Context: an optimization exercise on an open-source flow, tuned for small area. The choices shown serve that exercise and are no tape-out recipe. Function was checked by simulation only, so behaviour that the tests miss may differ from the original. The clock port is modelled as an ideal driver; clocking choices that lean on that would not hold on a real chip. Power figures rest on the tool's default switching activity, not on a simulated workload.

===== flow/config.mk =====
export PLATFORM = sky130hd
export DESIGN_NAME = Matchstick
export DESIGN_NICKNAME = Matchstick
export VERILOG_FILES = /design/flow/design.v
export SDC_FILE = /design/flow/constraint.sdc
export NUM_CORES = 4
export LEC_CHECK = 0
export CAP_MARGIN = 20
export CORE_AREA = 3 3 63 63
export DIE_AREA = 0 0 66 66
export SLEW_MARGIN = 20

===== flow/constraint.sdc =====
create_clock -name core_clock -period 22.0 [get_ports {clk}]
set_input_delay 4.4000 -clock core_clock [delete_from_list [all_inputs] [get_ports {clk}]]
set_output_delay 4.4000 -clock core_clock [all_outputs]
set_load 0.01 [all_outputs]

===== flow/design.v =====
module sevensegment(tens, ones, grounds, display, user, wrong, finish, clk, rst);
	input wire [3:0] tens;
	input wire [3:0] ones;
	input wire user;
	input wire wrong;
	input wire finish;
	output wire [3:0] grounds;
	output wire [6:0] display;
	input clk;
	input rst;
	localparam [16:0] MASK = 17'h0aaaa;
	localparam [16:0] LFSR_RESET = 17'h02247;
	localparam [16:0] LFSR_LOAD = 17'h02257;
	localparam [16:0] LFSR_TICK = 17'h01337;
	reg [16:0] r;
	wire [16:0] x = r ^ MASK;
	wire tick = (x == LFSR_TICK);
	always @(posedge clk)
		if (rst)
			r <= LFSR_RESET ^ MASK;
		else if (tick)
			r <= LFSR_LOAD ^ MASK;
		else
			r <= {x[15:0], x[16] ^ x[13]} ^ MASK;
	reg [1:0] count;
	always @(posedge clk)
		if (rst)
			count <= 2'd0;
		else if (tick)
			count <= count + 2'd1;
	assign grounds = ~(4'b0001 << count);
	wire hund = tens[3] & tens[1];
	reg [3:0] v;
	always @*
		case (count)
		2'd0: v = {2'b00, user, ~user};
		2'd1: v = {3'b000, hund};
		2'd2: v = finish ? {2'b00, ~user, user} : tens;
		default: v = ones;
		endcase
	wire dash = finish ? (count != 2'd2) : (wrong & (count != 2'd0));
	wire [6:0] seg;
	assign seg[6] = (v[2] & v[0]) | (~v[2] & ~v[0]) | v[1] | v[3];
	assign seg[5] = ~v[2] | (v[1] & v[0]) | (~v[1] & ~v[0]);
	assign seg[4] = v[2] | ~v[1] | v[0] | v[3];
	assign seg[3] = (~v[2] & ~v[0]) | v[3] | (v[2] & ~v[1] & v[0]) | (~v[2] & v[1]) | (v[1] & ~v[0]);
	assign seg[2] = (~v[2] & ~v[0]) | (v[1] & ~v[0]);
	assign seg[1] = (v[2] & ~v[1]) | (v[2] & ~v[0]) | v[3] | (~v[1] & ~v[0]);
	assign seg[0] = (v[2] & ~v[1]) | (v[3] & ~v[1]) | (~v[3] & ~v[2] & v[1]) | (v[2] & ~v[0]);
	assign display = dash ? 7'b0000001 : seg;
endmodule
module Matchstick (ds, ds2, leds, display, grounds, clk, rst, pb, pb2);
output [3:0] leds;
output wire [6:0] display;
output wire [3:0] grounds;
input [3:0] ds, ds2;
input clk;
input rst;
input pb;
input pb2;
assign leds = ds;
reg [5:0] db;
reg sat;
reg button;
wire db_fb = db[5] ^ db[4] ^ (db[4:0] == 5'd0);
always @(posedge clk)
	if (rst) begin
		db <= 6'd0;
		sat <= 1'b0;
		button <= 1'b0;
	end else begin
		button <= sat;
		sat <= pb & (sat | (db == 6'h20));
		if (!pb)
			db <= 6'd0;
		else
			db <= {db[4:0], db_fb};
	end
localparam [2:0] PLAY_N = 3'd0, MOVED_N = 3'd7, IDLE_N = 3'd3,
                 PLAY_W = 3'd4, IDLE_W = 3'd5, IDLE_F = 3'd2, END_F = 3'd6;
reg [2:0] st;
wire finish = (st == IDLE_F) | (st == END_F);
wire wrong = (st == PLAY_W) | (st == IDLE_W);
reg [3:0] tens, ones;
reg user;
wire [4:0] s = ds + ds2;
wire [5:0] d = {2'b00, ones} - {1'b0, s};
wire neg = d[5];
reg eq;
always @*
	case (tens)
	4'd0: eq = (d == 6'd0);
	4'd1: eq = (d == 6'h36);
	4'd2: eq = (d == 6'h2c);
	4'd3: eq = (d == 6'h22);
	default: eq = 1'b0;
	endcase
wire bad = (s == 5'd0) || (s > 5'd10) || ((tens == 4'd0) && neg);
always @(posedge clk)
	if (rst) begin
		st <= IDLE_N;
		tens <= 4'd10;
		ones <= 4'd0;
		user <= 1'b0;
	end else begin
		case (st)
		PLAY_N, PLAY_W:
			if (!pb2)
				st <= (st == PLAY_W) ? IDLE_W : IDLE_N;
			else if (!button) begin
				if (eq)
					st <= END_F;
				else if (bad)
					st <= PLAY_W;
				else begin
					ones <= neg ? d[3:0] + 4'd10 : d[3:0];
					tens <= tens - {3'b000, neg};
					user <= ~user;
					st <= MOVED_N;
				end
			end
		MOVED_N:
			if (button)
				st <= PLAY_N;
		END_F:
			if (!pb2)
				st <= IDLE_F;
		default:
			if (button) begin
				tens <= 4'd10;
				ones <= 4'd0;
				user <= 1'b0;
				st <= PLAY_N;
			end
		endcase
	end
sevensegment ss(.tens(tens), .ones(ones), .grounds(grounds), .display(display), .user(user), .wrong(wrong), .finish(finish), .clk(clk), .rst(rst));
endmodule

===== flow/flow/run.sh =====
#!/bin/bash
# Standard synthesis; then the logic between the standard synthesis's
# registers is re-mapped by ABC for area (registers, their names and cells
# untouched). ABC runs with several seeds; the smallest result that passes an
# equivalence check against the standard netlist is kept and fed to the next
# round. Then the standard layout with the smallest port buffers, a clock tree
# of small buffers and, after CTS, clock buffers with a slow slew at their
# flip-flops upsized.
set -euo pipefail
W=$PWD
R=$W/orfs/results/$FLOW_PLATFORM/Matchstick/base
export LIB=$FLOW_HOME/platforms/$FLOW_PLATFORM/lib/sky130_fd_sc_hd__tt_025C_1v80.lib
export TOP=$FLOW_TOP

bash standard.sh $R/1_2_yosys.v > $W/1_standard_synth.log 2>&1
cp $R/1_2_yosys.v $W/standard_synth.v

best=$W/standard_synth.v
best_area=1e18
# round: name, input netlist, then "seed:mapping" items
round() {
  local name=$1 in=$2; shift 2
  local jobs=() item seed map
  for item in "$@"; do
    seed=${item%%:*}; map=${item#*:}
    sed "s/@SEED@/$seed/; s/@MAP@/$map/" $W/flow/abc.tmpl | tr '|' '\n' > $W/${name}_s$seed.abc
    jobs+=("IN=$in OUT=$W/${name}_s$seed.v ABCARGS='-script $W/${name}_s$seed.abc' yosys -c $W/flow/resyn.tcl > $W/2_${name}_s$seed.log 2>&1 || true")
  done
  printf '%s\n' "${jobs[@]}" | xargs -d '\n' -P ${NUM_CORES:-4} -I{} bash -c '{}'
  for item in "$@"; do
    seed=${item%%:*}
    local v=$W/${name}_s$seed.v
    [[ -f $v.stat ]] || { echo "$name seed $seed: no result"; continue; }
    if GOLD=$W/standard_synth.v GATE=$v yosys -c $W/flow/equiv.tcl > $W/2_equiv_${name}_s$seed.log 2>&1; then
      local a=$(awk '/Chip area for top module/ {print $NF}' $v.stat)
      echo "$name seed $seed: area $a, equivalent"
      if awk -v a="$a" -v b="$best_area" 'BEGIN {exit !(a < b)}'; then best=$v; best_area=$a; fi
    else
      echo "$name seed $seed: not proven equivalent, not used"
    fi
  done
}
{
  A="dch -f|amap -F 100 -A 100"
  round r1 $W/standard_synth.v "1:$A" "2:$A" "3:$A" "4:$A" "5:amap" "6:amap" "7:amap" "8:amap"
  round r2 $best "11:$A" "12:$A" "13:$A" "14:$A"
  round r3 $best "21:$A" "22:$A" "23:$A" "24:$A"
  echo "picked $best ($best_area)"
} > $W/2_pick.log 2>&1
cp $best $R/1_2_yosys.v
touch $R/1_2_yosys.v

export BUFFER_PORTS_ARGS="-buffer_cell sky130_fd_sc_hd__buf_1"
export CTS_ARGS="-sink_clustering_enable -repair_clock_nets -dont_use_dummy_load -buf_list {sky130_fd_sc_hd__clkbuf_4}"
export POST_CTS_TCL=$W/flow/post_cts.tcl
bash standard.sh finish > $W/3_layout.log 2>&1

===== flow/flow/abc.tmpl =====
strash
&get -n
&deepsyn -T 45 -S @SEED@
&put
@MAP@
topo

===== flow/flow/equiv.tcl =====
yosys -import
# equivalence of two netlists with the same registers (paired by name)
read_liberty -ignore_miss_func $::env(LIB)
read_verilog $::env(GOLD)
yosys rename $::env(TOP) gold
read_verilog $::env(GATE)
yosys rename $::env(TOP) gate
hierarchy -check
flatten
yosys rename -hide w:_* w:*$*
opt_clean
equiv_make gold gate equiv
hierarchy -top equiv
equiv_simple -undef
equiv_induct -undef
equiv_status -assert

===== flow/flow/post_cts.tcl =====
# Upsize the clock buffers that drive flip-flop clock pins with a slow slew.
set_propagated_clock [all_clocks]
estimate_parasitics -placement
set slow {}
foreach pin [get_pins -hierarchical */CLK] {
  if {[get_property $pin slew_max] > 0.095} {
    foreach drv [get_pins -of_objects [get_nets -of_objects $pin] -filter "direction == output"] {
      set inst [get_cells -of_objects $drv]
      set name [get_full_name $inst]
      if {[lsearch $slow $name] < 0 && [string match "*clkbuf_4" [get_property $inst ref_name]]} { lappend slow $name }
    }
  }
}
foreach name $slow {
  puts "upsizing clock buffer $name"
  replace_cell [get_cells $name] sky130_fd_sc_hd__clkbuf_8
}
if {[llength $slow] > 0} {
  detailed_placement
  estimate_parasitics -placement
}

===== flow/flow/resyn.tcl =====
yosys -import
# Re-map the logic between registers of a mapped netlist: combinational cells
# are flattened into their functions and mapped again by ABC; the registers
# (sequential cells) stay as they are, with their instance and net names.
set lib $::env(LIB)
read_liberty -ignore_miss_func $lib
read_verilog $::env(IN)
hierarchy -top $::env(TOP)
setattr -mod -set keep_hierarchy 1 sky130_fd_sc_hd__*df* sky130_fd_sc_hd__*dl*
setattr -set my_orig 1 $::env(TOP)/w:*
flatten
yosys rename -hide w:* a:my_orig %d
yosys rename -hide w:_*
opt -purge
stat
# the platform's don't-use cells (lpflow_*, probe*) must not be mapped to
set dont_use {}
set fh [open $lib r]
foreach {- name} [regexp -all -inline {cell\s*\(\s*"?([A-Za-z0-9_]+)"?\s*\)} [read $fh]] {
  if {[string match *lpflow* $name] || [string match *probe* $name]} { lappend dont_use -dont_use $name }
}
close $fh
abc -liberty $lib {*}$dont_use {*}$::env(ABCARGS)
opt_clean -purge
hilomap -singleton -hicell sky130_fd_sc_hd__conb_1 HI -locell sky130_fd_sc_hd__conb_1 LO
insbuf -buf sky130_fd_sc_hd__buf_1 A X
tee -o $::env(OUT).stat stat -liberty $lib
blackbox sky130_fd_sc_hd__*df* sky130_fd_sc_hd__*dl*
write_verilog -noattr -nohex -nodec -noexpr $::env(OUT)

===== flow/standard.sh =====
#!/bin/bash
# synth_recipe.tcl (not shown) runs the flow's synth.tcl, then flattens the netlist and writes it again
# the make line also repeats each setting of config.mk as NAME=value (left out here)
make -C /OpenROAD-flow-scripts/flow DESIGN_CONFIG=/design/flow/config.mk WORK_HOME=/design/flow/orfs CLKGATE_MAP_FILE= SYNTH_SCRIPT=/design/flow/synth_recipe.tcl "${@:-finish}"

==> flow_results.xml, run 1 <==
<?xml version="1.0" encoding="UTF-8"?>
<metrics>
  <group name="route">
    <metric name="drt_first_iter_violations" unit="">176</metric>
    <metric name="dr_total_vias" unit="">1668</metric>
    <metric name="number_of_remaining_drc_errors" unit="">0</metric>
    <metric name="wl_met1" unit="mm">1.659</metric>
    <metric name="wire_per_inst" unit="µm">12.76</metric>
    <metric name="drt_first_pass_iters" unit="">4</metric>
    <metric name="route.detailed.vias_per_inst" unit="">5.542</metric>
    <metric name="route.met3.wl" unit="µm">184</metric>
    <metric name="route.antenna.remaining_nets" unit="">0</metric>
    <metric name="route.met2.wl" unit="mm">1.973</metric>
    <metric name="totalWireLength" unit="mm">3.841</metric>
    <metric name="highest_layer_used_for_signal_routing" unit="">met4</metric>
  </group>
  <group name="timing">
    <metric name="hold_viol" unit="">0</metric>
    <metric name="post-route-period-util" unit="">0.4147</metric>
    <metric name="worst_pin_slew" unit="ns">0.5705</metric>
    <metric name="finalSetupTns" unit="ns">0</metric>
    <metric name="max-slew-margin-rel" unit="">0.6147</metric>
    <metric name="maxSlewViolCount" unit="">0</metric>
    <metric name="fin_skew" unit="ns">0.01179</metric>
    <metric name="fmaxAchievable" unit="GHz">0.1096</metric>
    <metric name="final.min_clock_period" unit="ns">9.123</metric>
    <metric name="setup_viol" unit="">0</metric>
    <metric name="rsz_0062_raised_after_global_routing" unit="">no</metric>
  </group>
  <group name="critical_path">
    <metric name="worstRegToRegCells" unit="">14</metric>
    <metric name="cp_slowest_stage_delay" unit="ns">0.18</metric>
    <metric name="cpMostUsedCell" unit="">buf_1</metric>
    <metric name="timing.rr.end" unit="">tens[3]</metric>
    <metric name="timing.rr.start" unit="">ones[1]</metric>
    <metric name="worst-endpoint-arrival" unit="ns">4.72</metric>
    <metric name="critPathRequiredTime" unit="ns">17.60</metric>
    <metric name="crit_buf_inv" unit="">2</metric>
    <metric name="cell_type_of_the_slowest_stage_on_the_worst_timing_path" unit="">buf_1</metric>
    <metric name="crit_family" unit="">buffers and inverters</metric>
    <metric name="criticalPathCategory" unit="">primary input to output pin</metric>
    <metric name="critPathLaunchType" unit="">primary input</metric>
    <metric name="crit_chain" unit="">buf_1 &gt; buf_1</metric>
    <metric name="critical_path.max_fanout" unit="">5</metric>
    <metric name="worst_setup_path_end_kind" unit="">output pin</metric>
    <metric name="setup.reg_to_reg.worst_slack" unit="ns">18.53</metric>
  </group>
  <group name="flow_run">
    <metric name="maxCapViolations" unit="">0</metric>
  </group>
  <group name="cts">
    <metric name="tritoncts_clock_tree" unit="">yes</metric>
    <metric name="clock_sink_count" unit="">39</metric>
    <metric name="clkTransAtPathRegs" unit="ns">0.07</metric>
    <metric name="clkLatencyLatePin" unit="ns">0.32</metric>
  </group>
  <group name="placement">
    <metric name="io_buffers" unit="">26</metric>
    <metric name="detailed_place_hpwl" unit="mm">2.979</metric>
    <metric name="place_congestion" unit="">0.8300</metric>
  </group>
  <group name="die">
    <metric name="dieWidth" unit="µm">66</metric>
    <metric name="pin_count" unit="">27</metric>
    <metric name="fp.dieH" unit="µm">66</metric>
    <metric name="die-area" unit="mm²">0.004356</metric>
    <metric name="core.rowCount" unit="">21</metric>
    <metric name="start_util" unit="">0.5102</metric>
    <metric name="core_area" unit="mm²">0.003390</metric>
  </group>
  <group name="yosys">
    <metric name="syn-instance-count" unit="">228</metric>
    <metric name="synth.yosys.warnings" unit="">2</metric>
    <metric name="synth.cell_area" unit="mm²">0.001729</metric>
    <metric name="postSynthNetCount" unit="">240</metric>
    <metric name="synthesis.area_per_instance" unit="µm²">7.584</metric>
  </group>
  <group name="final_layout">
    <metric name="area.sequential" unit="µm²">780.7</metric>
    <metric name="diodes" unit="">0</metric>
    <metric name="final_nets" unit="">269</metric>
    <metric name="final.fill_count" unit="">325</metric>
    <metric name="post_route_cells_drive_above_1_share" unit="">0.01961</metric>
    <metric name="flow.area_growth_from_synthesis" unit="%">11.36</metric>
    <metric name="layout.cells.most_common_list" unit="">nor2_1 (40), dfxtp_1 (39), nand2_1 (27), clkinv_1 (26), buf_1 (26)</metric>
    <metric name="multiInputGateArea" unit="µm²">835.8</metric>
    <metric name="layout.cells.most_common" unit="">nor2_1</metric>
  </group>
  <group name="global_route">
    <metric name="grt_antenna_before_repair" unit="">0</metric>
    <metric name="global_route_wire_length_before_repair" unit="mm">6.458</metric>
    <metric name="grt_start_max_net_pins" unit="">15</metric>
    <metric name="grt_overflow_total" unit="">0</metric>
    <metric name="grtUsageTotal" unit="">0.1924</metric>
    <metric name="grt_pass1_vias" unit="">1519</metric>
  </group>
  <group name="pwr">
    <metric name="power_density" unit="mW/mm²">63.57</metric>
    <metric name="report.power.total" unit="mW">0.1224</metric>
    <metric name="vdd_ir_drop_max" unit="mV">0.05758</metric>
    <metric name="total_leakage_power" unit="nW">0.7065</metric>
  </group>
  <group name="min_path">
    <metric name="hold_start" unit="">ss.r[5]</metric>
    <metric name="min_delay_path_depth" unit="">1</metric>
    <metric name="timing.hold.worst.class" unit="">flop to flop</metric>
    <metric name="min_to" unit="">ss.r[6]</metric>
  </group>
  <group name="status">
    <metric name="outcome" unit="">timing/DRC/antenna clean</metric>
  </group>
</metrics>
-- metrics by stage --
step	area, µm²	instances	utilization	setup WS [ns]	hold WS [ns]
2_1_floorplan	1729	228	-	13.08	0.3581
3_3_place_gp	1869	296	0.5515	12.89	0.3642
3_5_place_dp	1869	296	0.5515	12.88	0.3732
5_1_grt	1926	301	0.5681	12.85	0.4083
6_report	1926	301	0.5681	12.88	0.3914
-- final cells by class --
class,count,area share
Clock buffer,5,0.02924
Inverter,26,0.05068
Multi-Input combinational cell,159,0.4340
Sequential cell,39,0.4055
Tap cell,46,0.02989
Timing Repair Buffer,26,0.05068
-- routing by layer --
layer | global-route usage | vias to the layer above
met2 | 0.3442 | 39
met5 | 0 | -
met3 | 0.05102 | 2
met1 | 0.2247 | 762
li1 | - | 865
met4 | 0.05330 | 0
-- worst max-delay path by stage --
stage	from	to	slack, ns	cells past startpoint
floorplan	ds[0]	leds[0]	13.08	1
global placement	ds[2]	leds[2]	12.89	2
detailed placement	ds[2]	leds[2]	12.88	2
global route	ds[2]	leds[2]	12.85	2
finish	ds[2]	leds[2]	12.88	2
-- sequential cells by signal, indices dropped and copies added (netlist names) --
register and cells:
sat 1, ss.count 2, ss.r 17, user 1
ones 4, tens 4, st 3, db 6
button 1
-- power breakdown --
group / internal [mW] / total, mW / switching (mW) / leakage, nW
clock network: 0.0165 / 0.0368 / 0.0203 / 0.0308
registers: 0.0724 / 0.0734 / 0.000988 / 0.319
logic: 0.00441 / 0.0122 / 0.00782 / 0.357
==> inputs of run 2 (changes only) <==
==> flow/flow/run.sh (replaced) <==
#!/bin/bash
# Standard synthesis; then the logic between the standard synthesis's
# registers is re-mapped by ABC for area (registers, their names and cells
# untouched; the smallest of a few ABC runs that passes an equivalence check
# against the standard netlist is kept); then the standard layout with the
# smallest port buffers, a clock tree of small buffers and, after CTS, clock
# buffers with a slow slew at their flip-flops upsized.
set -euo pipefail
W=$PWD
R=$W/orfs/results/$FLOW_PLATFORM/Matchstick/base
export LIB=$FLOW_HOME/platforms/$FLOW_PLATFORM/lib/sky130_fd_sc_hd__tt_025C_1v80.lib
export TOP=$FLOW_TOP

bash standard.sh $R/1_2_yosys.v > $W/1_standard_synth.log 2>&1
cp $R/1_2_yosys.v $W/standard_synth.v

runs=$(cd $W/flow && ls abc*.abc | sed 's/\.abc$//')
for r in $runs; do
  echo "IN=$W/standard_synth.v OUT=$W/resyn_$r.v ABCARGS='-script $W/flow/$r.abc' yosys -c $W/flow/resyn.tcl > $W/2_resyn_$r.log 2>&1 || true"
done | xargs -d '\n' -P ${NUM_CORES:-4} -I{} bash -c '{}'

best=$W/standard_synth.v
best_area=1e18
for r in $runs; do
  [[ -f $W/resyn_$r.v.stat ]] || { echo "$r: no result"; continue; }
  if GOLD=$W/standard_synth.v GATE=$W/resyn_$r.v yosys -c $W/flow/equiv.tcl > $W/2_equiv_$r.log 2>&1; then
    a=$(awk '/Chip area for top module/ {print $NF}' $W/resyn_$r.v.stat)
    echo "$r: area $a, equivalent"
    if awk -v a="$a" -v b="$best_area" 'BEGIN {exit !(a < b)}'; then best=$W/resyn_$r.v; best_area=$a; fi
  else
    echo "$r: not proven equivalent, not used"
  fi
done > $W/2_pick.log
echo "picked $best" >> $W/2_pick.log
cp $best $R/1_2_yosys.v
touch $R/1_2_yosys.v

export BUFFER_PORTS_ARGS="-buffer_cell sky130_fd_sc_hd__buf_1"
export CTS_ARGS="-sink_clustering_enable -repair_clock_nets -dont_use_dummy_load -buf_list {sky130_fd_sc_hd__clkbuf_4}"
export POST_CTS_TCL=$W/flow/post_cts.tcl
bash standard.sh finish > $W/3_layout.log 2>&1
==> flow/flow/abc1.abc (new file) <==
strash
&get -n
&deepsyn -T 45 -S 1
&put
dch -f
amap -F 100 -A 100
topo
==> flow/flow/abc2.abc (new file) <==
strash
&get -n
&deepsyn -T 45 -S 1
&put
amap
topo
==> flow/flow/abc3.abc (new file) <==
strash
&get -n
&deepsyn -T 45 -S 2
&put
dch -f
amap -F 100 -A 100
topo
==> flow/flow/abc4.abc (new file) <==
strash
&get -n
&deepsyn -T 45 -S 2
&put
amap
topo
==> flow/flow/abc5.abc (new file) <==
strash
&get -n
&deepsyn -T 45 -S 3
&put
dch -f
amap -F 100 -A 100
topo
==> flow/flow/abc6.abc (new file) <==
strash
&get -n
&deepsyn -T 45 -S 3
&put
amap
topo
==> flow/flow/abc7.abc (new file) <==
strash
&get -n
&deepsyn -T 45 -S 4
&put
dch -f
amap -F 100 -A 100
topo
==> flow/flow/abc8.abc (new file) <==
strash
&get -n
&deepsyn -T 45 -S 4
&put
amap
topo
--- a/flow/config.mk
+++ b/flow/config.mk
@@ -8,4 +8,5 @@
 export CAP_MARGIN = 20
 export CORE_AREA = 3 3 63 63
 export DIE_AREA = 0 0 66 66
+export PLACE_DENSITY = 0.85
 export SLEW_MARGIN = 20
removed: flow/flow/abc.tmpl
==> run 2 against run 1 <==
Effect of this change:
- clock skew up 0.017 ns
- critical endpoint is now leds[0]
- critical path type unchanged
- highest routed layer unchanged
- non-clock buffer count stayed put
- sequential share of layout area rose by 0.079 points
- synthesized area is 0.14% higher
- maximum frequency increased by 0.22%
- global-route usage is 0.75 points lower
- die area unchanged
- count of clock-buffer cells in the layout is the same
- cell area fell by 0.20%
==> flow_results.xml, run 2 <==
<?xml version="1.0" encoding="UTF-8"?>
<metrics>
  <group name="timing">
    <metric name="hold_viol" unit="">0</metric>
    <metric name="final.min_clock_period" unit="ns">9.103</metric>
    <metric name="fmaxAchievable" unit="GHz">0.1099</metric>
    <metric name="max-slew-margin-rel" unit="">0.5863</metric>
    <metric name="maxSlewViolCount" unit="">0</metric>
    <metric name="post-route-period-util" unit="">0.4138</metric>
    <metric name="fin_skew" unit="ns">0.02903</metric>
    <metric name="worst_pin_slew" unit="ns">0.6140</metric>
    <metric name="setup_viol" unit="">0</metric>
    <metric name="rsz_0062_raised_after_global_routing" unit="">no</metric>
    <metric name="finalSetupTns" unit="ns">0</metric>
  </group>
  <group name="cts">
    <metric name="clkTransAtPathRegs" unit="ns">0.09</metric>
    <metric name="tritoncts_clock_tree" unit="">yes</metric>
    <metric name="clkLatencyLatePin" unit="ns">0.33</metric>
    <metric name="clock_sink_count" unit="">39</metric>
  </group>
  <group name="die">
    <metric name="die-area" unit="mm²">0.004356</metric>
    <metric name="start_util" unit="">0.5109</metric>
    <metric name="core_area" unit="mm²">0.003390</metric>
    <metric name="fp.dieH" unit="µm">66</metric>
    <metric name="core.rowCount" unit="">21</metric>
    <metric name="pin_count" unit="">27</metric>
    <metric name="dieWidth" unit="µm">66</metric>
  </group>
  <group name="critical_path">
    <metric name="crit_chain" unit="">buf_1 &gt; buf_1</metric>
    <metric name="worstRegToRegCells" unit="">16</metric>
    <metric name="timing.rr.end" unit="">tens[1]</metric>
    <metric name="worst_setup_path_end_kind" unit="">output pin</metric>
    <metric name="cpMostUsedCell" unit="">buf_1</metric>
    <metric name="crit_buf_inv" unit="">2</metric>
    <metric name="critPathRequiredTime" unit="ns">17.60</metric>
    <metric name="crit_family" unit="">buffers and inverters</metric>
    <metric name="worst-endpoint-arrival" unit="ns">4.70</metric>
    <metric name="setup.reg_to_reg.worst_slack" unit="ns">17.98</metric>
    <metric name="cell_type_of_the_slowest_stage_on_the_worst_timing_path" unit="">buf_1</metric>
    <metric name="timing.rr.start" unit="">ones[0]</metric>
    <metric name="cp_slowest_stage_delay" unit="ns">0.17</metric>
    <metric name="critPathLaunchType" unit="">primary input</metric>
    <metric name="critical_path.max_fanout" unit="">4</metric>
    <metric name="criticalPathCategory" unit="">primary input to output pin</metric>
  </group>
  <group name="placement">
    <metric name="place_congestion" unit="">0.8167</metric>
    <metric name="io_buffers" unit="">26</metric>
    <metric name="dpl-instance-area" unit="mm²">0.001872</metric>
    <metric name="detailed_place_hpwl" unit="mm">2.831</metric>
  </group>
  <group name="route">
    <metric name="wire_per_inst" unit="µm">11.94</metric>
    <metric name="drt_first_iter_violations" unit="">143</metric>
    <metric name="drt_first_pass_iters" unit="">5</metric>
    <metric name="totalWireLength" unit="mm">3.631</metric>
    <metric name="dr_total_vias" unit="">1670</metric>
    <metric name="route.detailed.vias_per_inst" unit="">5.493</metric>
    <metric name="route.antenna.remaining_nets" unit="">0</metric>
    <metric name="number_of_remaining_drc_errors" unit="">0</metric>
  </group>
  <group name="global_route">
    <metric name="grtUsageTotal" unit="">0.1849</metric>
    <metric name="grt_pass1_vias" unit="">1483</metric>
    <metric name="grt_overflow_total" unit="">0</metric>
    <metric name="grt_start_max_net_pins" unit="">14</metric>
    <metric name="global_route_wire_length_before_repair" unit="mm">6.292</metric>
    <metric name="grt_antenna_before_repair" unit="">0</metric>
  </group>
  <group name="final_layout">
    <metric name="final_nets" unit="">272</metric>
    <metric name="largest_register_ffs" unit="">17</metric>
    <metric name="largest_registers" unit="">ss.r (17), db (6)</metric>
    <metric name="post_route_cells_drive_above_1_share" unit="">0.01938</metric>
    <metric name="design_area" unit="mm²">0.001922</metric>
    <metric name="layout.cells.most_common_list" unit="">dfxtp_1 (39), nor2_1 (38), clkinv_1 (31), nand2_1 (30), buf_1 (26)</metric>
    <metric name="flow.area_growth_from_synthesis" unit="%">10.98</metric>
    <metric name="diodes" unit="">0</metric>
    <metric name="max_flop_register" unit="">ss.r</metric>
    <metric name="final.fill_count" unit="">315</metric>
    <metric name="layout.cells.most_common" unit="">dfxtp_1</metric>
  </group>
  <group name="yosys">
    <metric name="postSynthNetCount" unit="">243</metric>
    <metric name="syn-instance-count" unit="">231</metric>
    <metric name="synth.cell_area" unit="mm²">0.001732</metric>
    <metric name="synth.yosys.warnings" unit="">2</metric>
    <metric name="synthesis.area_per_instance" unit="µm²">7.496</metric>
  </group>
  <group name="min_path">
    <metric name="min_to" unit="">ss.r[2]</metric>
    <metric name="hold_start" unit="">ss.r[1]</metric>
    <metric name="min_delay_path_depth" unit="">1</metric>
    <metric name="timing.hold.worst.class" unit="">flop to flop</metric>
  </group>
  <group name="pwr">
    <metric name="vdd_ir_drop_max" unit="mV">0.04031</metric>
    <metric name="total_leakage_power" unit="nW">0.6899</metric>
    <metric name="power_density" unit="mW/mm²">62.16</metric>
  </group>
  <group name="flow_run">
    <metric name="maxCapViolations" unit="">0</metric>
  </group>
  <group name="status">
    <metric name="outcome" unit="">timing/DRC/antenna clean</metric>
  </group>
</metrics>
run 2: area by class of cell:
type | instances | area, µm² | share of cell area
timing repair buffer | 26 | 97.59 | 0.05078
multi-input combinational | 157 | 819.5 | 0.4264
sequential | 39 | 780.7 | 0.4063
tap | 46 | 57.56 | 0.02995
inverter | 31 | 116.4 | 0.06055
clock buffer | 5 | 50.05 | 0.02604
run 2: report_power, final:
part / internal, mW / switching, mW
registers: 0.0724 / 0.00105
clock network: 0.0145 / 0.0205
logic: 0.00376 / 0.00723
run 2: stage by stage:
stage | util | instances | power, mW | hold slack (ns) | setup WS [ns]
3_5_place_dp | 0.5522 | 299 | 0.08590 | 0.3660 | 12.90
3_3_place_gp | 0.5522 | 299 | 0.08551 | 0.3609 | 12.91
6_report | 0.5670 | 304 | 0.1195 | 0.3692 | 12.90
2_1_floorplan | - | 231 | 0.08267 | 0.3524 | 13.08
5_1_grt | 0.5670 | 304 | 0.1254 | 0.3923 | 12.86
run 2: layer usage:
metal | track usage | vias to the layer above | wire length [µm]
li1 | - | 870 | -
met2 | 0.2966 | 45 | 1662
met4 | 0.06853 | 0 | 36
met1 | 0.2450 | 751 | 1758
met3 | 0.03741 | 4 | 174
met5 | 0 | - | 0
run 2: worst max-delay path by stage:
| stage | startpoint | end | slack (ns) | cells past startpoint |
|---|---|---|---|---|
| final | ds[0] | leds[0] | 12.90 | 2 |
| after global routing | ds[0] | leds[0] | 12.86 | 2 |
| after detailed placement | ds[0] | leds[0] | 12.90 | 2 |
| after global placement | ds[0] | leds[0] | 12.91 | 2 |
| after floorplan | ds[0] | leds[0] | 13.08 | 1 |
==> inputs of run 3 (changes only) <==
--- a/flow/config.mk
+++ b/flow/config.mk
@@ -8,5 +8,4 @@
 export CAP_MARGIN = 20
 export CORE_AREA = 3 3 63 63
 export DIE_AREA = 0 0 66 66
-export PLACE_DENSITY = 0.85
 export SLEW_MARGIN = 20
==> run 3 against run 2 <==
Effect of this change:
- still clean on timing, DRC and antenna
- utilization unchanged
- cell count unchanged
- critical path depth unchanged
- synthesized cell count unchanged
- clock skew down 0.0018 ns
- critical path type unchanged
==> flow_results.xml, run 3 <==
<?xml version="1.0" encoding="UTF-8"?>
<metrics>
  <group name="status">
    <metric name="outcome" unit="">timing/DRC/antenna clean</metric>
  </group>
  <group name="route">
    <metric name="totalWireLength" unit="mm">3.584</metric>
    <metric name="route.met3.wl" unit="µm">158</metric>
    <metric name="wl_met1" unit="mm">1.666</metric>
    <metric name="drt_first_pass_iters" unit="">4</metric>
    <metric name="wire_per_inst" unit="µm">11.79</metric>
    <metric name="route.antenna.remaining_nets" unit="">0</metric>
    <metric name="number_of_remaining_drc_errors" unit="">0</metric>
    <metric name="route.detailed.vias_per_inst" unit="">5.289</metric>
    <metric name="route.met2.wl" unit="mm">1.714</metric>
    <metric name="drt_first_iter_violations" unit="">71</metric>
    <metric name="highest_layer_used_for_signal_routing" unit="">met4</metric>
    <metric name="dr_total_vias" unit="">1608</metric>
  </group>
  <group name="timing">
    <metric name="maxSlewViolCount" unit="">0</metric>
    <metric name="rsz_0062_raised_after_global_routing" unit="">no</metric>
    <metric name="setup_viol" unit="">0</metric>
    <metric name="finalSetupTns" unit="ns">0</metric>
    <metric name="hold_viol" unit="">0</metric>
    <metric name="finalWorstSetupSlack" unit="ns">12.90</metric>
    <metric name="fin_skew" unit="ns">0.02726</metric>
    <metric name="final.min_clock_period" unit="ns">9.096</metric>
    <metric name="whs" unit="ns">0.3811</metric>
    <metric name="worst_pin_slew" unit="ns">0.6225</metric>
    <metric name="post-route-period-util" unit="">0.4134</metric>
    <metric name="fmaxAchievable" unit="GHz">0.1099</metric>
    <metric name="max-slew-margin-rel" unit="">0.5806</metric>
  </group>
  <group name="critical_path">
    <metric name="cpMostUsedCell" unit="">buf_1</metric>
    <metric name="criticalPathCategory" unit="">primary input to output pin</metric>
    <metric name="cp-startpoint" unit="">ds[3]</metric>
    <metric name="crit_family" unit="">buffers and inverters</metric>
    <metric name="cp_slowest_stage_delay" unit="ns">0.17</metric>
    <metric name="timing.rr.start" unit="">ones[0]</metric>
    <metric name="critPathRequiredTime" unit="ns">17.60</metric>
    <metric name="cell_type_of_the_slowest_stage_on_the_worst_timing_path" unit="">buf_1</metric>
    <metric name="worst_setup_path_end_kind" unit="">output pin</metric>
    <metric name="crit_chain" unit="">buf_1 &gt; buf_1</metric>
    <metric name="worst-endpoint-arrival" unit="ns">4.70</metric>
    <metric name="crit_buf_inv" unit="">2</metric>
    <metric name="critPathLaunchType" unit="">primary input</metric>
    <metric name="setup.reg_to_reg.worst_slack" unit="ns">18.02</metric>
    <metric name="critical_path.max_fanout" unit="">4</metric>
  </group>
  <group name="final_layout">
    <metric name="diodes" unit="">0</metric>
    <metric name="area.sequential" unit="µm²">780.7</metric>
    <metric name="largest_registers" unit="">ss.r (17), db (6)</metric>
    <metric name="layout.core_utilization" unit="">0.5670</metric>
    <metric name="max_flop_register" unit="">ss.r</metric>
    <metric name="layout.cells.most_common" unit="">dfxtp_1</metric>
    <metric name="layout.cells.most_common_list" unit="">dfxtp_1 (39), nor2_1 (38), clkinv_1 (31), nand2_1 (30), buf_1 (26)</metric>
    <metric name="multiInputGateArea" unit="µm²">819.5</metric>
    <metric name="design_area" unit="mm²">0.001922</metric>
    <metric name="final_cells" unit="">304</metric>
    <metric name="flow.area_growth_from_synthesis" unit="%">10.98</metric>
    <metric name="largest_register_ffs" unit="">17</metric>
    <metric name="post_route_cells_drive_above_1_share" unit="">0.01938</metric>
    <metric name="final.fill_count" unit="">352</metric>
    <metric name="final_nets" unit="">272</metric>
  </group>
  <group name="placement">
    <metric name="number_of_placed_instances_with_taps_included" unit="">299</metric>
    <metric name="io_buffers" unit="">26</metric>
    <metric name="detailed_place_hpwl" unit="mm">2.845</metric>
    <metric name="pre_cts_slack" unit="ns">12.90</metric>
    <metric name="dpl-instance-area" unit="mm²">0.001872</metric>
    <metric name="place_congestion" unit="">0.8091</metric>
  </group>
  <group name="die">
    <metric name="core.rowCount" unit="">21</metric>
    <metric name="pin_count" unit="">27</metric>
    <metric name="start_util" unit="">0.5109</metric>
    <metric name="core_area" unit="mm²">0.003390</metric>
    <metric name="fp.dieH" unit="µm">66</metric>
    <metric name="die-area" unit="mm²">0.004356</metric>
    <metric name="dieWidth" unit="µm">66</metric>
  </group>
  <group name="pwr">
    <metric name="total_leakage_power" unit="nW">0.6899</metric>
    <metric name="report.power.total" unit="mW">0.1193</metric>
    <metric name="comb_power_share" unit="">0.091</metric>
    <metric name="p_switching" unit="mW">0.02859</metric>
    <metric name="clkPwrFrac" unit="">0.293</metric>
    <metric name="vdd_ir_drop_max" unit="mV">0.04288</metric>
    <metric name="part_of_the_power_in_registers" unit="">0.615</metric>
    <metric name="power_switching_share" unit="">0.2397</metric>
    <metric name="power.internal" unit="mW">0.09070</metric>
    <metric name="power_density" unit="mW/mm²">62.07</metric>
  </group>
  <group name="global_route">
    <metric name="grt_pass1_vias" unit="">1440</metric>
    <metric name="grt_start_max_net_pins" unit="">14</metric>
    <metric name="global_route_wire_length_before_repair" unit="mm">5.954</metric>
    <metric name="grt_overflow_total" unit="">0</metric>
    <metric name="grt_antenna_before_repair" unit="">0</metric>
    <metric name="grtUsageTotal" unit="">0.1800</metric>
  </group>
  <group name="min_path">
    <metric name="hold_start" unit="">ss.r[15]</metric>
    <metric name="timing.hold.worst.class" unit="">flop to flop</metric>
  </group>
  <group name="cts">
    <metric name="clock_sink_count" unit="">39</metric>
    <metric name="clkTransAtPathRegs" unit="ns">0.09</metric>
    <metric name="tritoncts_clock_tree" unit="">yes</metric>
    <metric name="clkLatencyLatePin" unit="ns">0.34</metric>
  </group>
  <group name="yosys">
    <metric name="synth.yosys.warnings" unit="">2</metric>
    <metric name="synth.cell_area" unit="mm²">0.001732</metric>
    <metric name="synthesis.area_per_instance" unit="µm²">7.496</metric>
    <metric name="postSynthNetCount" unit="">243</metric>
    <metric name="syn-instance-count" unit="">231</metric>
  </group>
  <group name="flow_run">
    <metric name="maxCapViolations" unit="">0</metric>
  </group>
</metrics>
-- run 3: cell counts in the layout (fill, tap and decap cells not counted) --
Identical to the previous run, type by type.
-- run 3: layout make-up --
class                      count  area share
multi-input combinational    157      0.4264
sequential                    39      0.4063
inverter                      31     0.06055
timing repair buffer          26     0.05078
tap                           46     0.02995
clock buffer                   5     0.02604
-- run 3: final timing paths --
check	endpoint	cells past startpoint
worst min-delay path	ss.r[16]	1
worst max register to register	tens[1]	16
worst min register to register	ss.r[16]	1
worst max-delay path	leds[3]	2
-- run 3: worst register-to-register path, cell delays in order, from the launching register on --
cell	delay (ns)
dfxtp_1	0.34
clkinv_1	0.12
o22ai_1	0.24
nand2_1	0.08
o21ai_0	0.13
o22ai_1	0.15
o21ai_0	0.30
o22ai_1	0.17
o21ai_0	0.29
o22a_1	0.28
nand2_1	0.10
o21a_1	0.19
or3_1	0.40
o311ai_0	0.15
clkinv_1	0.22
or3_1	0.47
o22a_1	0.24
-- run 3: power by group through the flow --
stage / clock network, mW / logic [mW] / registers (mW)
after floorplan: 0 / 0.00794 / 0.0747
after global placement: 0 / 0.0108 / 0.0751
after detailed placement: 0 / 0.0109 / 0.0750
after global routing: 0.0400 / 0.0125 / 0.0736
final: 0.0350 / 0.0109 / 0.0734
-- run 3: metal layers --
metal / global-route usage / up-vias
li1: - / 867
met1: 0.2059 / 704
met2: 0.3091 / 31
met3: 0.05102 / 6
met4: 0.08122 / 0
met5: 0 / -
==> inputs of run 4 (changes only) <==
--- a/flow/config.mk
+++ b/flow/config.mk
@@ -6,6 +6,7 @@
 export NUM_CORES = 4
 export LEC_CHECK = 0
 export CAP_MARGIN = 20
-export CORE_AREA = 3 3 63 63
-export DIE_AREA = 0 0 66 66
+export CORE_AREA = 2.5 2.5 59.5 59.5
+export DIE_AREA = 0 0 62 62
+export PLACE_DENSITY = 0.85
 export SLEW_MARGIN = 20
==> run 4 against run 3 <==
Effect of this change:
- cell area shrank 0.13%
- critical path depth unchanged
- count of clock-buffer cells in the layout is the same
- cell count down 0.66%
- critical path type unchanged
- largest cell class unchanged
==> flow_results.xml, run 4 <==
<?xml version="1.0" encoding="UTF-8"?>
<metrics>
  <group name="placement">
    <metric name="detailed_place_hpwl" unit="mm">2.719</metric>
    <metric name="number_of_placed_instances_with_taps_included" unit="">297</metric>
    <metric name="io_buffers" unit="">26</metric>
    <metric name="place_congestion" unit="">0.8416</metric>
  </group>
  <group name="status">
    <metric name="outcome" unit="">timing/DRC/antenna clean</metric>
  </group>
  <group name="final_layout">
    <metric name="final_cells" unit="">302</metric>
    <metric name="final.fill_count" unit="">287</metric>
    <metric name="largest_registers" unit="">ss.r (17), db (6)</metric>
    <metric name="diodes" unit="">0</metric>
    <metric name="post_route_cells_drive_above_1_share" unit="">0.01938</metric>
    <metric name="layout.cells.most_common" unit="">dfxtp_1</metric>
    <metric name="layout.cells.most_common_list" unit="">dfxtp_1 (39), nor2_1 (38), clkinv_1 (31), nand2_1 (30), buf_1 (26)</metric>
    <metric name="final_nets" unit="">272</metric>
    <metric name="max_flop_register" unit="">ss.r</metric>
    <metric name="flow.area_growth_from_synthesis" unit="%">10.84</metric>
    <metric name="largest_register_ffs" unit="">17</metric>
  </group>
  <group name="route">
    <metric name="drt_first_iter_violations" unit="">66</metric>
    <metric name="dr_total_vias" unit="">1676</metric>
    <metric name="drt_first_pass_iters" unit="">4</metric>
    <metric name="wire_per_inst" unit="µm">11.56</metric>
    <metric name="route.detailed.vias_per_inst" unit="">5.550</metric>
    <metric name="route.antenna.remaining_nets" unit="">0</metric>
    <metric name="totalWireLength" unit="mm">3.490</metric>
    <metric name="number_of_remaining_drc_errors" unit="">0</metric>
  </group>
  <group name="critical_path">
    <metric name="setup.reg_to_reg.worst_slack" unit="ns">18.04</metric>
    <metric name="cell_type_of_the_slowest_stage_on_the_worst_timing_path" unit="">buf_1</metric>
    <metric name="worst_setup_path_end_kind" unit="">output pin</metric>
    <metric name="worstRegToRegCells" unit="">16</metric>
    <metric name="crit_buf_inv" unit="">2</metric>
    <metric name="timing.rr.start" unit="">ones[0]</metric>
    <metric name="timing.rr.end" unit="">tens[1]</metric>
    <metric name="cpMostUsedCell" unit="">buf_1</metric>
    <metric name="critPathRequiredTime" unit="ns">17.60</metric>
    <metric name="crit_family" unit="">buffers and inverters</metric>
    <metric name="critical_path.max_fanout" unit="">4</metric>
    <metric name="critPathLaunchType" unit="">primary input</metric>
    <metric name="cp_slowest_stage_delay" unit="ns">0.17</metric>
    <metric name="crit_chain" unit="">buf_1 &gt; buf_1</metric>
    <metric name="criticalPathCategory" unit="">primary input to output pin</metric>
    <metric name="worst-endpoint-arrival" unit="ns">4.70</metric>
  </group>
  <group name="pwr">
    <metric name="p_switching" unit="mW">0.02868</metric>
    <metric name="total_leakage_power" unit="nW">0.6899</metric>
    <metric name="comb_power_share" unit="">0.091</metric>
    <metric name="clkPwrFrac" unit="">0.294</metric>
    <metric name="power_switching_share" unit="">0.2402</metric>
    <metric name="part_of_the_power_in_registers" unit="">0.615</metric>
    <metric name="vdd_ir_drop_max" unit="mV">0.05624</metric>
    <metric name="power_density" unit="mW/mm²">62.21</metric>
    <metric name="power.internal" unit="mW">0.09071</metric>
  </group>
  <group name="global_route">
    <metric name="grt_start_max_net_pins" unit="">14</metric>
    <metric name="grt_pass1_vias" unit="">1450</metric>
    <metric name="globalRouteMet3Util" unit="">0.05590</metric>
    <metric name="grt_use_met1" unit="">0.2490</metric>
    <metric name="grt_antenna_before_repair" unit="">0</metric>
    <metric name="grtUsageTotal" unit="">0.2044</metric>
    <metric name="grt_overflow_total" unit="">0</metric>
    <metric name="top_usage_layer" unit="">met2</metric>
    <metric name="global_route_wire_length_before_repair" unit="mm">5.809</metric>
    <metric name="global_routing_usage_on_met2" unit="">0.3542</metric>
  </group>
  <group name="yosys">
    <metric name="synth.yosys.warnings" unit="">2</metric>
    <metric name="syn-instance-count" unit="">231</metric>
    <metric name="postSynthNetCount" unit="">243</metric>
    <metric name="synth.cell_area" unit="mm²">0.001732</metric>
    <metric name="synthesis.area_per_instance" unit="µm²">7.496</metric>
  </group>
  <group name="cts">
    <metric name="clock_sink_count" unit="">39</metric>
    <metric name="clkLatencyLatePin" unit="ns">0.33</metric>
    <metric name="tritoncts_clock_tree" unit="">yes</metric>
    <metric name="clkTransAtPathRegs" unit="ns">0.08</metric>
  </group>
  <group name="min_path">
    <metric name="hold_start" unit="">ss.r[1]</metric>
    <metric name="min_delay_path_depth" unit="">1</metric>
    <metric name="min_to" unit="">ss.r[2]</metric>
    <metric name="timing.hold.worst.class" unit="">flop to flop</metric>
  </group>
  <group name="die">
    <metric name="core.rowCount" unit="">20</metric>
    <metric name="dieWidth" unit="µm">62</metric>
    <metric name="die-area" unit="mm²">0.003844</metric>
    <metric name="fp.dieH" unit="µm">62</metric>
    <metric name="core_area" unit="mm²">0.003078</metric>
    <metric name="start_util" unit="">0.5626</metric>
    <metric name="pin_count" unit="">27</metric>
  </group>
  <group name="timing">
    <metric name="finalSetupTns" unit="ns">0</metric>
    <metric name="rsz_0062_raised_after_global_routing" unit="">no</metric>
    <metric name="final.min_clock_period" unit="ns">9.100</metric>
    <metric name="post-route-period-util" unit="">0.4136</metric>
    <metric name="whs" unit="ns">0.3838</metric>
    <metric name="fin_skew" unit="ns">0.02502</metric>
    <metric name="fmaxAchievable" unit="GHz">0.1099</metric>
    <metric name="setup_viol" unit="">0</metric>
    <metric name="max-slew-margin-rel" unit="">0.5609</metric>
    <metric name="worst_pin_slew" unit="ns">0.6518</metric>
    <metric name="hold_viol" unit="">0</metric>
    <metric name="maxSlewViolCount" unit="">0</metric>
  </group>
  <group name="flow_run">
    <metric name="maxCapViolations" unit="">0</metric>
  </group>
</metrics>
-- run 4: final cells by class --
| class | instances | area [µm²] | share of cell area |
|---|---|---|---|
| multi-input combinational | 157 | 819.5 | 0.4270 |
| sequential | 39 | 780.7 | 0.4068 |
| inverter | 31 | 116.4 | 0.06063 |
| timing repair buffer | 26 | 97.59 | 0.05085 |
| tap | 44 | 55.05 | 0.02868 |
| clock buffer | 5 | 50.05 | 0.02608 |
-- run 4: how the worst max path moves through the flow --
stage | startpoint | end | slack [ns] | cells past startpoint
2_1_floorplan | ds[0] | leds[0] | 13.08 | 1
3_3_place_gp | ds[0] | leds[0] | 12.91 | 2
3_5_place_dp | ds[0] | leds[0] | 12.90 | 2
5_1_grt | ds[0] | leds[0] | 12.82 | 2
6_report | ds[0] | leds[0] | 12.90 | 2
-- run 4: stage by stage --
step | total power, mW | setup slack (ns) | area [µm²] | util
floorplan | 0.08267 | 13.08 | 1732 | -
global placement | 0.08545 | 12.91 | 1869 | 0.6073
detailed placement | 0.08580 | 12.90 | 1869 | 0.6073
global route | 0.1246 | 12.82 | 1919 | 0.6236
finish | 0.1194 | 12.90 | 1919 | 0.6236
-- run 4: power by group through the flow --
stage          Sequential (mW)  Clock (mW)  Combinational, mW
2_1_floorplan           0.0747           0            0.00794
3_3_place_gp            0.0750           0             0.0104
3_5_place_dp            0.0751           0             0.0107
5_1_grt                 0.0737      0.0383             0.0127
6_report                0.0734      0.0351             0.0109
-- run 4: routing by layer --
metal  up-vias  wire length [µm]
li1        869                 -
met4         0                46
met5         -                 0
met1       758              1617
met3         6               186
met2        43              1640

-- re-timing with driven ports --
No port has a modelled driver above. Below, the same layouts with a new extraction and two added sets of constraints. Step 1 sets driving cells, clkbuf_16 on the clock port and buf_2 on the other inputs (assumed; they add their load-dependent delay and slew). Step 2 also shifts input and output timing later by t, the mid clock arrival at the registers, as if the neighbouring blocks saw the same clock. a / b / c = no drivers / after step 1 / after step 2; a / b = the first two.
run	shift t [ns]	setup WS [ns]	hold WS [ns]	worst setup path at the end	worst register clock-pin slew, ns
run 1	0.339	12.877 / 12.841 / 12.841	0.391 / 0.391 / 0.391	input to output	0.08 / 0.08
run 2	0.337	12.897 / 12.874 / 12.874	0.369 / 0.369 / 0.369	input to output	0.09 / 0.09
run 3	0.345	12.904 / 12.878 / 12.878	0.381 / 0.381 / 0.381	input to output	0.09 / 0.09
run 4	0.337	12.900 / 12.877 / 12.877	0.384 / 0.384 / 0.384	input to output	0.09 / 0.09
After both steps setup and hold are still met in every run listed. For run 1, which loses most, drivers alone change the setup slack by -0.036 ns; drivers and shift together by -0.036 ns.
